Source: an optimization exercise on an open RTL-to-GDS flow (aim: small area). Production flows keep margins and buffers that such runs may drop. The RTL was checked by simulation tests, not by an equivalence proof against the original design. The flow treats the clock pin as an ideal source, which a real chip does not have. Power is estimated from default activity; no workload was simulated.

## north
==> flow/design.v <==
`timescale 1ns / 1ps
module top(
    input clk_100MHz,
    input rst,
    input reset_button,
    input saveH_button,
    input saveL_button,
    input [7:0] sensors_input,
    input [7:0] setup_input,
    output reg [7:0] cathodes,  
    output reg [7:0] anodes,  
    output reg [2:0] LED1,  
    output reg [2:0] LED2  
    );
    function [3:0] level;
        input [7:0] c;
        level = {c[7], c[3] & ~c[7], (c[1] & ~c[3]) | (c[5] & ~c[7]),
                 (c[0] & ~c[1]) | (c[2] & ~c[3]) | (c[4] & ~c[5]) | (c[6] & ~c[7])};
    endfunction
    function valid;
        input [7:0] c;
        valid = ~|(c[7:1] & ~c[6:0]);
    endfunction
    reg sh_out, sl_out;
    reg prev_sh, prev_sl;
    reg G, L;
    wire rb_out = G & L;
    wire reset = rst | rb_out;
    reg [9:0] scan;
    wire tick = (&scan[8:6]) & (&scan[4:0]);
    always @(posedge clk_100MHz)
        if (reset | tick) scan <= 10'd499;
        else scan <= {scan[8:0], ~(scan[9] ^ scan[6])};
    reg [1:0] digit;
    reg [6:0] m;
    reg phase;
    wire m_last = ({m[6:5], m[3:0]} == 6'b10_0000);
    wire m_step = tick & (&digit);
    always @(posedge clk_100MHz)
        if (reset) begin
            digit <= 2'd0; m <= 7'd0; phase <= 1'b0;
        end else begin
            if (tick) digit <= digit + 2'd1;
            if (m_step) m <= m_last ? 7'd0 : {m[5:0], ~(m[6] ^ m[5])};
            if (m_step & m_last) phase <= ~phase;
        end
    wire blink = ~phase & ~(m_step & m_last);
    always @(posedge clk_100MHz)
        if (reset) begin
            sh_out <= 1'b0; sl_out <= 1'b0;
            prev_sh <= 1'b0; prev_sl <= 1'b0;
        end else if (tick) begin
            sh_out <= saveH_button & ~prev_sh;
            sl_out <= saveL_button & ~prev_sl;
            prev_sh <= saveH_button;
            prev_sl <= saveL_button;
        end
    reg [3:0] k1;
    reg [2:0] k2;
    wire rb_load = tick & reset_button;
    wire k2_8 = G & ~|k2;
    reg [2:0] h3, lo;
    wire h8 = ~|h3;
    wire [3:0] sl = level(setup_input);
    wire sv = valid(setup_input);
    wire err = ~valid(sensors_input);
    wire sl_gt_lo = sl[3] | (sl[2:0] > lo);
    wire sl_lt_hi = ~sl[3] & (h8 | (sl[2:0] < h3));
    always @(posedge clk_100MHz)
        if (reset) begin
            k1 <= 4'd0; k2 <= 3'd0; G <= 1'b0; L <= 1'b0;
            h3 <= 3'd0; lo <= 3'd0;
        end else begin
            k1 <= err ? 4'd0 : level(sensors_input);
            k2 <= k1[2:0];
            G <= rb_load | k1[3] | (~h8 & (k1[2:0] >= h3));
            L <= rb_load | (~k1[3] & (k1[2:0] <= lo));
            if (sh_out & sv & sl_gt_lo) h3 <= sl[2:0];
            else if (sl_out & sv & sl_lt_hi) lo <= sl[2:0];
        end
    reg [7:0] tens_pat, units_pat;
    always @(*)
        if (k2_8) begin
            tens_pat = 8'h03;
            units_pat = 8'h03;
        end else begin
            tens_pat = (k2 == 3'd0) ? 8'hFF : (k2 == 3'd1) ? 8'h9F :
                       (k2 == 3'd2) ? 8'h25 : (k2 == 3'd3) ? 8'h0D :
                       (k2 == 3'd4) ? 8'h49 : (k2 == 3'd5) ? 8'h41 :
                       (k2 == 3'd6) ? 8'h1F : 8'h01;
            units_pat = (k2 == 3'd1) ? 8'h25 : (k2 == 3'd2) ? 8'h49 :
                        (k2 == 3'd3) ? 8'h01 : (k2 == 3'd5) ? 8'h0D :
                        (k2 == 3'd6) ? 8'h49 : (k2 == 3'd7) ? 8'h01 : 8'h03;
        end
    wire [7:0] hund_pat = k2_8 ? 8'h9F : 8'hFF;
    wire [7:0] stat_pat = err ? 8'h61 : G ? 8'h91 : L ? 8'hE3 : 8'hC5;
    wire [7:0] digit_pat =
        (digit == 2'd0) ? hund_pat : (digit == 2'd1) ? tens_pat :
        (digit == 2'd2) ? units_pat : stat_pat;
    wire [2:0] led = err ? 3'b100 : G ? {blink, 2'b00} : L ? {blink, blink, 1'b0} : 3'b010;
    always @(*) begin
        anodes = reset ? 8'hFF : {~(4'b1000 >> digit), 4'hF};
        cathodes = reset ? 8'hFF : digit_pat;
        LED1 = reset ? 3'd0 : led;
        LED2 = LED1;
    end
endmodule
==> flow/config.mk <==
export PLATFORM = sky130hd
export DESIGN_NAME = top
export DESIGN_NICKNAME = top
export VERILOG_FILES = /design/flow/design.v
export SDC_FILE = /design/flow/constraint.sdc
export NUM_CORES = 4
export LEC_CHECK = 0
export CAP_MARGIN = 10
export CORE_MARGIN = 2
export CORE_UTILIZATION = 40
export GPL_TIMING_DRIVEN = 0
export SLEW_MARGIN = 10
==> flow/constraint.sdc <==
create_clock -name core_clock -period 10.0 [get_ports {clk_100MHz}]
set_input_delay 2.0000 -clock core_clock [delete_from_list [all_inputs] [get_ports {clk_100MHz}]]
set_output_delay 2.0000 -clock core_clock [all_outputs]
set_load 0.01 [all_outputs]
standard.sh (not shown) runs the stock make flow with config.mk's settings and CLKGATE_MAP_FILE= SYNTH_SCRIPT=/design/flow/synth_recipe.tcl, a recipe that flattens the netlist after the stock synthesis.
==> flow/flow/run.sh <==
#!/bin/bash
# The standard ORFS layout (standard.sh) with these changes:
#  - synthesis maps the logic with an area-oriented abc script (deepsyn, then
#    &nf), once per deepsyn seed and variant, and keeps the smallest result (flow/abc_multi.tcl),
#    in place of ORFS's speed script; adders are left to abc (no ADDER_MAP_FILE);
#    everything else in synthesis is the standard flow's own (synth_recipe.tcl);
#  - port buffers use the smallest buffer cell;
#  - clock tree: clkbuf_4 buffers, clusters of up to 10 sinks, no dummy loads;
#    after CTS, flow/post_cts.tcl upsizes any clock buffer whose sinks' slew is
#    over 110 ps.
# Each tool's output is in orfs/logs/; make's output is in flow.log.
set -euo pipefail
HERE=$(pwd)
export ABC_DIR=$HERE/abc
# deepsyn variants: seed 0..5, each without and with two-input LUTs (-t)
export ABC_SEEDS="0 1 2 3 4 5 0t 1t 2t 3t 4t 5t"
mkdir -p $ABC_DIR
for s in $ABC_SEEDS; do
  opt="-S ${s%t}"
  [[ $s == *t ]] && opt="$opt -t"
  printf '%s\n' strash '&get -n' '&st' "&deepsyn -T 10 $opt" '&put' strash 'dch -f' \
    '&get -n' '&nf -R 1000' '&put' topo > $ABC_DIR/abc_area_s$s.script
done
{
  echo "source $HERE/flow/abc_multi.tcl"
  cat synth_recipe.tcl
} > area_synth.tcl
sed -e "s#SYNTH_SCRIPT=[^ ]*#SYNTH_SCRIPT=$HERE/area_synth.tcl ADDER_MAP_FILE=#" standard.sh > area_standard.sh
grep -q "SYNTH_SCRIPT=$HERE/area_synth.tcl ADDER_MAP_FILE=" area_standard.sh
export BUFFER_PORTS_ARGS="-buffer_cell sky130_fd_sc_hd__buf_1"
export REMOVE_ABC_BUFFERS=1
export SKIP_REPAIR_TIE_FANOUT=1
export CTS_ARGS="-sink_clustering_enable -repair_clock_nets -dont_use_dummy_load -sink_clustering_size 10 -buf_list {sky130_fd_sc_hd__clkbuf_4}"
export POST_CTS_TCL=$HERE/flow/post_cts.tcl
bash area_standard.sh > flow.log 2>&1
Other scripts of this flow, unchanged in this note and not shown: flow/flow/abc_multi.tcl, flow/flow/post_cts.tcl
Setup changes, north to south
-- flow/design.v --
<<< north, line 22
        valid = ~|(c[7:1] & ~c[6:0]);
    endfunction
    reg sh_out, sl_out;
    reg prev_sh, prev_sl;
    reg G, L;
    wire rb_out = G & L;
    wire reset = rst | rb_out;
    reg [9:0] scan;
    wire tick = (&scan[8:6]) & (&scan[4:0]);
    always @(posedge clk_100MHz)
        if (reset | tick) scan <= 10'd499;
        else scan <= {scan[8:0], ~(scan[9] ^ scan[6])};
    reg [1:0] digit;
>>> south, line 22
        valid = ~|(c[7:1] & ~c[6:0]);
    endfunction
    reg rb_out, sh_out, sl_out;
    reg prev_sh, prev_sl;
    wire reset = rst | rb_out;
    reg [9:0] scan;
    wire tick = ({scan[9], scan[7:3], scan[1:0]} == 8'b1_11011_11);
    always @(posedge clk_100MHz)
        if (reset | tick) scan <= 10'd443;
        else scan <= {scan[8:0], ~(scan[9] ^ scan[6])};
    reg [1:0] digit;
<<< north, line 47
    wire blink = ~phase & ~(m_step & m_last);
    always @(posedge clk_100MHz)
        if (reset) begin
            sh_out <= 1'b0; sl_out <= 1'b0;
>>> south, line 45
    wire blink = ~phase & ~(m_step & m_last);
    always @(posedge clk_100MHz)
        rb_out <= ~reset & tick & reset_button;
    always @(posedge clk_100MHz)
        if (reset) begin
            sh_out <= 1'b0; sl_out <= 1'b0;
<<< north, line 58
    reg [3:0] k1;
    reg [2:0] k2;
    wire rb_load = tick & reset_button;
    wire k2_8 = G & ~|k2;
    reg [2:0] h3, lo;
>>> south, line 58
    reg [3:0] k1;
    reg [2:0] k2;
    reg G, L;
    wire k2_8 = G & ~|k2;
    reg [2:0] h3, lo;
<<< north, line 74
            k1 <= err ? 4'd0 : level(sensors_input);
            k2 <= k1[2:0];
            G <= rb_load | k1[3] | (~h8 & (k1[2:0] >= h3));
            L <= rb_load | (~k1[3] & (k1[2:0] <= lo));
            if (sh_out & sv & sl_gt_lo) h3 <= sl[2:0];
            else if (sl_out & sv & sl_lt_hi) lo <= sl[2:0];
>>> south, line 74
            k1 <= err ? 4'd0 : level(sensors_input);
            k2 <= k1[2:0];
            G <= k1[3] | (~h8 & (k1[2:0] >= h3));
            L <= ~k1[3] & (k1[2:0] <= lo);
            if (sh_out & sv & sl_gt_lo) h3 <= sl[2:0];
            else if (sl_out & sv & sl_lt_hi) lo <= sl[2:0];
==> summary.txt <==
Going from north to south, clock sink count increased 1, final clock period utilization by the worst path increased 3.8 points, area growth from synthesis to layout essentially unchanged, synthesized cell count increased 1. For the power, south came in about 0.35% higher than north did. Taking north as the reference, in south met2 global-route usage went up, pin count of the biggest net entering global routing shrank by 1, slack of the worst reg-to-reg path went up 20 ps. The slack of the critical path of south falls short of that of north by 380 ps. north -> south: non-clock buffer count delta 0, exact match.

==> re-timing with driven ports <==
How much do the figures lean on ideal ports? The routed layouts below were timed once more, with nothing changed but the port constraints.
Step 1 sets driving cells, clkbuf_16 on the clock port and buf_2 on the other inputs (assumed; they add their load-dependent delay and slew).
Step 2 moves the port delays by t, midway between the first and last clock arrival at a register: inputs arrive t later, outputs are due t later. That takes back most of the time a late clock gives input paths.
a / b / c = ideal ports / drivers / drivers and shift; a / b = the first two.
run	shift t [ns]	setup slack, ns	latest minus earliest clock arrival (ns)
north	0.350	4.213 / 4.186 / 4.186	0.021 / 0.021
south	0.343	3.830 / 3.807 / 3.807	0.023 / 0.023
After both steps setup and hold are still met in every run listed. For north, which loses most, drivers alone change the setup slack by -0.027 ns; drivers and shift together by -0.027 ns.
